Background: an optimization exercise with open tools, aiming at small area and a short achievable clock period. Do not read the settings as production practice. Function was checked by simulation only, so behaviour that the tests miss may differ from the original.

## flow/design.v (module list and top-level ports; edited modules follow where they fit)
// module TRN_RMS: 417 lines
module TRN_RMS(
    input wire clk,
    input wire reset,
    input wire [19:0] data_in,
    output wire rms_tlast,
    output wire [39:0] result
);
  // ...
==> flow/flow/run.sh <==
#!/bin/bash
# Layout flow: the standard ORFS flow (standard.sh), with two changes:
#  - after the standard synthesis, the logic between the sample registers and
#    the squarer's carry-save registers (sq_s, sq_c) is replaced by the
#    hand-mapped tree in flow/tree.txt (flow/patch.py); registers are untouched;
#  - repair aims at a tighter setup margin, may resize across cell footprints,
#    and ports get buf_2 buffers.
set -euo pipefail
MARGIN=${MARGIN:-4.7}
R=$PWD/orfs/results/sky130hd/TRN_RMS/base
python3 - "$MARGIN" <<'PY'
import re, sys
s = open("standard.sh").read()
s2 = re.sub(r'SETUP_SLACK_MARGIN=\S+', 'SETUP_SLACK_MARGIN=' + sys.argv[1], s)
s2 = s2.replace('"${@:-finish}"', 'MATCH_CELL_FOOTPRINT=0 "${@:-finish}"')
assert s2.count('MATCH_CELL_FOOTPRINT=0') == 1 and 'SETUP_SLACK_MARGIN=' + sys.argv[1] in s2
open("my_standard.sh", "w").write(s2)
PY
export BUFFER_PORTS_ARGS="-buffer_cell sky130_fd_sc_hd__buf_2"
bash my_standard.sh "$R/1_2_yosys.v" > synth.log 2>&1
cp "$R/1_2_yosys.v" "$R/1_2_yosys_standard.v"
python3 flow/patch.py "$R/1_2_yosys_standard.v" flow/tree.txt "$R/1_2_yosys.v" > patch.log 2>&1
bash my_standard.sh > layout.log 2>&1
==> flow/flow/patch.py <==
#!/usr/bin/env python3
"""Replace the synthesized logic that feeds the registers named in a tree
file with the cells the tree file lists.  Registers are untouched.

usage: patch.py netlist.v tree.txt out.v
"""
import re, sys

src, treef, dst = sys.argv[1:4]
text = open(src).read()

cell_re = re.compile(r'^(\s*)(sky130_fd_sc_hd__\w+)\s+(\\\S+\s|\S+)\s*\((.*?)\);\n', re.S | re.M)
pin_re = re.compile(r'\.(\w+)\(\s*(\\\S+\s|[^()\s]+)\s*\)')
OUTPINS = {"X", "Y", "Q", "Q_N", "SUM", "COUT", "HI", "LO"}

cells = []
for m in cell_re.finditer(text):
    typ, inst, body = m.group(2), m.group(3).strip(), m.group(4)
    pins = {p: n.strip() for p, n in pin_re.findall(body)}
    cells.append({"typ": typ, "inst": inst, "pins": pins, "span": m.span()})

def is_ff(c):
    return "__df" in c["typ"]

drv, loads = {}, {}
for i, c in enumerate(cells):
    for p, n in c["pins"].items():
        if p in OUTPINS:
            assert n not in drv, "two drivers on " + n
            drv[n] = i
        else:
            loads.setdefault(n, []).append(i)

regs = {}
for i, c in enumerate(cells):
    if is_ff(c):
        name = re.sub(r'\$_.*$', '', c["inst"].lstrip("\\"))
        regs[name] = i

tree_cells, outs = [], []
for line in open(treef):
    f = line.split()
    if not f or f[0].startswith("#"):
        continue
    if f[0] == "CELL":
        tree_cells.append((f[1], f[2], dict(kv.split("=", 1) for kv in f[3:])))
    elif f[0] == "C":   # compact: C type pin=net ...
        tree_cells.append(("sky130_fd_sc_hd__" + f[1], "ti_%d" % len(tree_cells), dict(kv.split("=", 1) for kv in f[2:])))
    elif f[0] == "OUT":
        outs.append((f[1], f[2]))

def qnet(r):
    return cells[regs[r]]["pins"]["Q"]

rename = {}
roots = []
for r, net in outs:
    if r not in regs:
        sys.exit("patch: register %s not in netlist" % r)
    d = cells[regs[r]]["pins"]["D"]
    if net.startswith("reg:"):
        if d != qnet(net[4:]):
            sys.exit("patch: %s is not fed straight from %s" % (r, net[4:]))
        continue
    if net.startswith("port:"):
        if d != net[5:]:
            sys.exit("patch: %s is not fed straight from port %s" % (r, net[5:]))
        continue
    rename[net] = d
    roots.append(d)

# fan-in cone of the roots, up to registers and ports
cone = set()
stack = list(roots)
seen = set()
while stack:
    n = stack.pop()
    if n in seen:
        continue
    seen.add(n)
    i = drv.get(n)
    if i is None or is_ff(cells[i]):
        continue
    cone.add(i)
    for p, m in cells[i]["pins"].items():
        if p not in OUTPINS:
            stack.append(m)
# keep cone cells whose outputs are used outside the cone
rootset = set(roots)
changed = True
while changed:
    changed = False
    for i in list(cone):
        for p, n in cells[i]["pins"].items():
            if p in OUTPINS:
                users = loads.get(n, [])
                ext = [u for u in users if u not in cone and not (is_ff(cells[u]) and cells[u]["pins"].get("D") == n and n in rootset)]
                port = re.match(r'^(result|rms_tlast)\b', n) is not None
                if ext or port:
                    cone.discard(i)
                    changed = True
                    break
# anything still in the cone that feeds a kept cell must stay too
changed = True
while changed:
    changed = False
    for i in list(cone):
        for p, n in cells[i]["pins"].items():
            if p in OUTPINS and any(u not in cone and not is_ff(cells[u]) for u in loads.get(n, [])):
                cone.discard(i)
                changed = True

# nets the new cells use
def net_of(n):
    if n.startswith("reg:"):
        return qnet(n[4:])
    if n.startswith("port:"):
        return n[5:]
    return rename.get(n, "tn_" + n)

for i in cone:
    for p, n in cells[i]["pins"].items():
        if p in OUTPINS and n in rootset:
            pass
new_wires = set()
out = []
for typ, inst, pins in tree_cells:
    conn = []
    for p, n in pins.items():
        m = net_of(n)
        if m.startswith("tn_"):
            new_wires.add(m)
        conn.append("    .%s(%s)" % (p, m + " " if m.startswith("\\") else m))
    out.append("  %s %s (\n%s\n  );\n" % (typ, inst, ",\n".join(conn)))

# every root must now be driven by exactly one new cell
driven = {}
for typ, inst, pins in tree_cells:
    for p, n in pins.items():
        if p in OUTPINS:
            driven[net_of(n)] = driven.get(net_of(n), 0) + 1
for r in roots:
    if driven.get(r) != 1:
        sys.exit("patch: root %s driven %s times" % (r, driven.get(r)))
    i = drv.get(r)
    if i is not None and i not in cone:
        sys.exit("patch: root %s still driven by kept cell %s" % (r, cells[i]["inst"]))

pieces, last = [], 0
for i in sorted(cone, key=lambda i: cells[i]["span"][0]):
    a, b = cells[i]["span"]
    pieces.append(text[last:a])
    last = b
pieces.append(text[last:])
body = "".join(pieces)
decl = "".join("  wire %s;\n" % w for w in sorted(new_wires))
k = body.rindex("endmodule")
body = body[:k] + decl + "".join(out) + body[k:]
open(dst, "w").write(body)
sys.stderr.write("patch: removed %d cells, added %d cells\n" % (len(cone), len(tree_cells)))
==> flow/standard.sh <==
#!/bin/bash
# synth_recipe.tcl (not shown) runs the flow's synth.tcl, then flattens the netlist and writes it again
# the make line also repeats each setting of config.mk as NAME=value (left out here)
make -C /OpenROAD-flow-scripts/flow DESIGN_CONFIG=/design/flow/config.mk WORK_HOME=/design/flow/orfs CLKGATE_MAP_FILE= SYNTH_SCRIPT=/design/flow/synth_recipe.tcl "${@:-finish}"
==> flow/config.mk <==
export PLATFORM = sky130hd
export DESIGN_NAME = TRN_RMS
export DESIGN_NICKNAME = TRN_RMS
export VERILOG_FILES = /design/flow/design.v
export SDC_FILE = /design/flow/constraint.sdc
export NUM_CORES = 4
export LEC_CHECK = 0
export CAP_MARGIN = 20
export CORE_MARGIN = 2
export CORE_UTILIZATION = 70
export CTS_BUF_LIST = sky130_fd_sc_hd__clkbuf_8
export PLACE_DENSITY = 0.8
export SETUP_SLACK_MARGIN = 5
export SLEW_MARGIN = 20
export TNS_END_PERCENT = 100
==> flow/constraint.sdc <==
create_clock -name core_clock -period 8.0 [get_ports {clk}]
set_input_delay 1.6000 -clock core_clock [delete_from_list [all_inputs] [get_ports {clk}]]
set_output_delay 1.6000 -clock core_clock [all_outputs]
set_load 0.01 [all_outputs]
Not shown: flow/flow/tree.txt
==> impl_metrics.py, run 1 <==
metrics = {
    "outcome": {
        "status": "timing/DRC/antenna clean",
    },
    "route": {
        "via_per_inst": 5.29,
        "wl_met3_um": 1410,
        "firstDrtPassIters": 7,
        "highest_layer": "met4",
    },
    "global_route": {
        "busiest_layer": "met2",
    },
    "yosys": {
        "syn_inst": 1179,
        "synth_area_sq_um": 10600,
    },
    "timing": {
        "layout_setup_ws_ps": 5010,
        "whs_ps": 344,
        "fin_skew_ps": 14.5,
        "rsz0062_at_grt": "false",
    },
    "worst_setup_path": {
        "crit_slowest_cell": "fa_1",
        "critPathBufInv": 2,
        "slowest_delay_ps": 600,
        "r2r.worst_path.cells": 12,
        "path_delay_family": "compound AO/OA/AOI/OAI gates",
        "cp-endpoint": "acc[36]",
    },
    "cells_and_area": {
        "area_growth_syn_to_layout_pct": 6.23,
        "multi_input_area_sq_um": 6770,
        "layout_common_cells": "nor2_1, fa_1, dfxtp_1, nand2_1, xor2_1",
        "nClkBuffers": 19,
        "fin_nets": 1429,
        "num-nonclk-buffers": 61,
        "final-clk-cell-share_pct": 3.45,
    },
    "clock_tree": {
        "htreeDepth": 4,
        "cts_tree": "done",
        "root_buffer": "clkbuf_8",
    },
    "worst_hold_path": {
        "min_from": "a19",
    },
    "floorplanning": {
        "initial_core_util_pct": 72.4,
        "die_w_um": 127,
    },
}
==> run 2, diff against run 1 <==
--- a/flow/flow/run.sh
+++ b/flow/flow/run.sh
@@ -6,5 +6,5 @@
 #  - repair aims at a tighter setup margin, may resize across cell footprints,
-#    and ports get buf_2 buffers.
+#    and ports get buf_1 buffers.
 set -euo pipefail
-MARGIN=${MARGIN:-4.7}
+MARGIN=${MARGIN:-5.0}
 R=$PWD/orfs/results/sky130hd/TRN_RMS/base
@@ -18,3 +18,3 @@
 PY
-export BUFFER_PORTS_ARGS="-buffer_cell sky130_fd_sc_hd__buf_2"
+export BUFFER_PORTS_ARGS="-buffer_cell sky130_fd_sc_hd__buf_1"
 bash my_standard.sh "$R/1_2_yosys.v" > synth.log 2>&1
==> run 2 against run 1 <==
Net effect:
- clock skew is 3.6 ps lower
- highest routed layer unchanged
- non-clock buffer count is 4 higher
- first-iteration DRC count is 29% lower
- design area is 0.13% higher
- via count is 2.1% higher
- largest cell class unchanged
- area after synthesis stayed put
- synthesized cell count stayed put
==> impl_metrics.py, run 2 <==
metrics = {
    "outcome": {
        "status": "timing/DRC/antenna clean",
    },
    "clock_tree": {
        "cts_tree": "done",
        "clk_pin_slew_ps": 80,
        "clock_latency_ps": 460,
        "root_buffer": "clkbuf_8",
        "clk_path_buf_depth": 2,
        "numCtsBuffers": 17,
        "clkSinkCount": 154,
        "htreeDepth": 4,
    },
    "global_route": {
        "grt_overflow": 0,
        "grt_pass1_wl_um": 35400,
        "grt_antenna_before_repair": 0,
        "grt_max_degree": 46,
        "grtUsageTotal_pct": 27.7,
        "grt_pass1_vias": 7741,
    },
    "worst_setup_path": {
        "reg2reg_slack_ps": 5170,
        "worst_setup_path_start_kind": "flop",
        "worst-endpoint-required_ps": 8320,
        "end_kind": "flop",
        "cp_max_fo": 12,
        "path_class": "flop to flop",
        "arrival_ps": 3150,
        "r2r.worst_path.cells": 12,
    },
    "yosys": {
        "synth_area_sq_um": 10600,
        "avgSynthCellArea_sq_um": 9.00,
        "syn_inst": 1179,
        "synth.yosys.warnings": 1,
    },
    "floorplanning": {
        "fp.dieH_um": 127,
        "rows": 44,
        "die_w_um": 127,
        "top_level_ports": 63,
        "initial_core_util_pct": 72.4,
        "die_area_sq_um": 16200,
        "core_sq_um": 14600,
    },
    "timing": {
        "fin_skew_ps": 10.9,
        "hold_viol": 0,
        "final.period_utilization_pct": 35.4,
        "rsz0062_at_grt": "false",
        "final.setup.tns_ps": 0,
        "layout_min_cycle_time_ps": 2830,
        "worst_pin_slew_ps": 980,
        "finalSetupViolations": 0,
        "slew_violations": 0,
        "clock.fmax_ghz": 0.353,
        "slew-limit-headroom_pct": 34.7,
        "whs_ps": 348,
    },
    "route": {
        "wl_um": 20700,
        "avgRoutedWirePerCell_um": 14.6,
        "vias": 7661,
        "dr.first_iter.drc_count": 361,
        "firstDrtPassIters": 5,
        "drc_errors": 0,
        "via_per_inst": 5.39,
        "ant_nets": 0,
    },
    "cells_and_area": {
        "top_regs": "acc: 45 flops, sq_s: 38 flops, sq_c: 34 flops",
        "final_common_cell": "nor2_1",
        "antenna_cells": 0,
        "regMostFlops": "acc",
        "fin_nets": 1434,
        "fillers": 1035,
        "largest_reg_flops": 45,
        "drive_gt1_share_pct": 8.64,
        "fin_util_pct": 77.1,
        "layout_common_cells": "nor2_1, fa_1, dfxtp_1, nand2_1, xor2_1",
        "area_growth_syn_to_layout_pct": 6.37,
    },
    "placement": {
        "dpl.hpwl_um": 16100,
        "gp_congestion": 0.945,
        "port_buffers": 60,
    },
    "worst_hold_path": {
        "worstHoldPathType": "flop to flop",
        "whs_path_depth": 0,
    },
    "job": {
        "cap_violations": 0,
    },
}
run 2: changes by cell type in the layout (fill, tap and decap cells not counted), moves of 2 or more:
cell     previous run  this run
a21oi_1            34        30
a21oi_2             0         4
buf_1               0        60
buf_2              60         0
buf_4               1         5
o21ai_1            64        62
run 2: what timing repair did:
item / CTS / global route
endpoints found under the setup margin: 13 / 18
hold buffers: 0 / 0
endpoints found under the hold margin: 0 / 0
gates cloned: 0 / 1
setup buffers: 0 / 4
pin swaps: 0 / 3
resized for setup: 5 / 12
run 2: layout make-up:
class / instances / area [sq um] / share of cell area [%]
flip-flops and latches: 154 / 3130 / 27.7
multi-input cells: 868 / 6810 / 60.4
well taps: 184 / 230 / 2.04
repair buffers: 65 / 263 / 2.33
inverters: 119 / 447 / 3.96
clock inverters: 14 / 155 / 1.38
clock buffers: 18 / 248 / 2.20
run 2: metal layers:
layer,up-vias,GRT usage (%),wire (um)
li1,3657,-,-
met1,3663,38.4,9380
met2,289,43.7,9410
met3,52,6.62,1450
met4,0,9.05,473
met5,-,0,0
run 2: path summary, 6_finish.rpt:
kind | from | to
max in group asynchronous | reset | cnt[3]
min | a19 | sq_s[37]
min reg2reg | a19 | sq_s[37]
max | acc[9] | acc[38]
min in group asynchronous | reset | cnt[4]
max reg2reg | acc[9] | acc[38]
run 2: worst max-delay path: stages, from the launching register on:
cell and delay, ps:
dfxtp_1 330, fa_1 530, nor2_1 210, o21ai_2 110, a21oi_2 260, o21ai_2 110, a21oi_1 160, buf_4 260
o21ai_4 130, buf_4 170, a21oi_1 190, xor2_1 170, nor2_1 50
run 2: stage by stage:
stage               instances  area [sq um]  worst slack, ps
global placement         1385         10800             4470
CTS                      1417         11200             5000
detailed placement       1385         10800             4330
floorplan                1180         10600             5060
global route             1422         11300             4990
finish                   1422         11300             5170

-- what the ideal ports hide --
The flow's constraints put no driver on any port. The routed layouts listed below were extracted and timed again, unchanged, in two steps.
Step 1: set_driving_cell puts a clkbuf_16 on clk and a buf_2 on each other input, an assumption about the parent block.
Step 2 times the ports against the registers' clock, not the clock port: input delays grow and output delays shrink by t, the midpoint of the rising clock arrivals with the driver on.
Three values: no drivers, after step 1, after step 2; two values: the first two.
| run | t, ns | slack for setup (ns) | hold slack, ns |
|---|---|---|---|
| run 1 | 0.483 | 5.010 / 5.010 / 4.946 | 0.344 / 0.344 / 0.344 |
| run 2 | 0.496 | 5.168 / 5.168 / 4.857 | 0.348 / 0.348 / 0.348 |
After both steps every run listed still meets setup and hold. For run 2, which loses most, drivers alone change the setup slack by 0.000 ns; drivers and shift together by -0.311 ns.
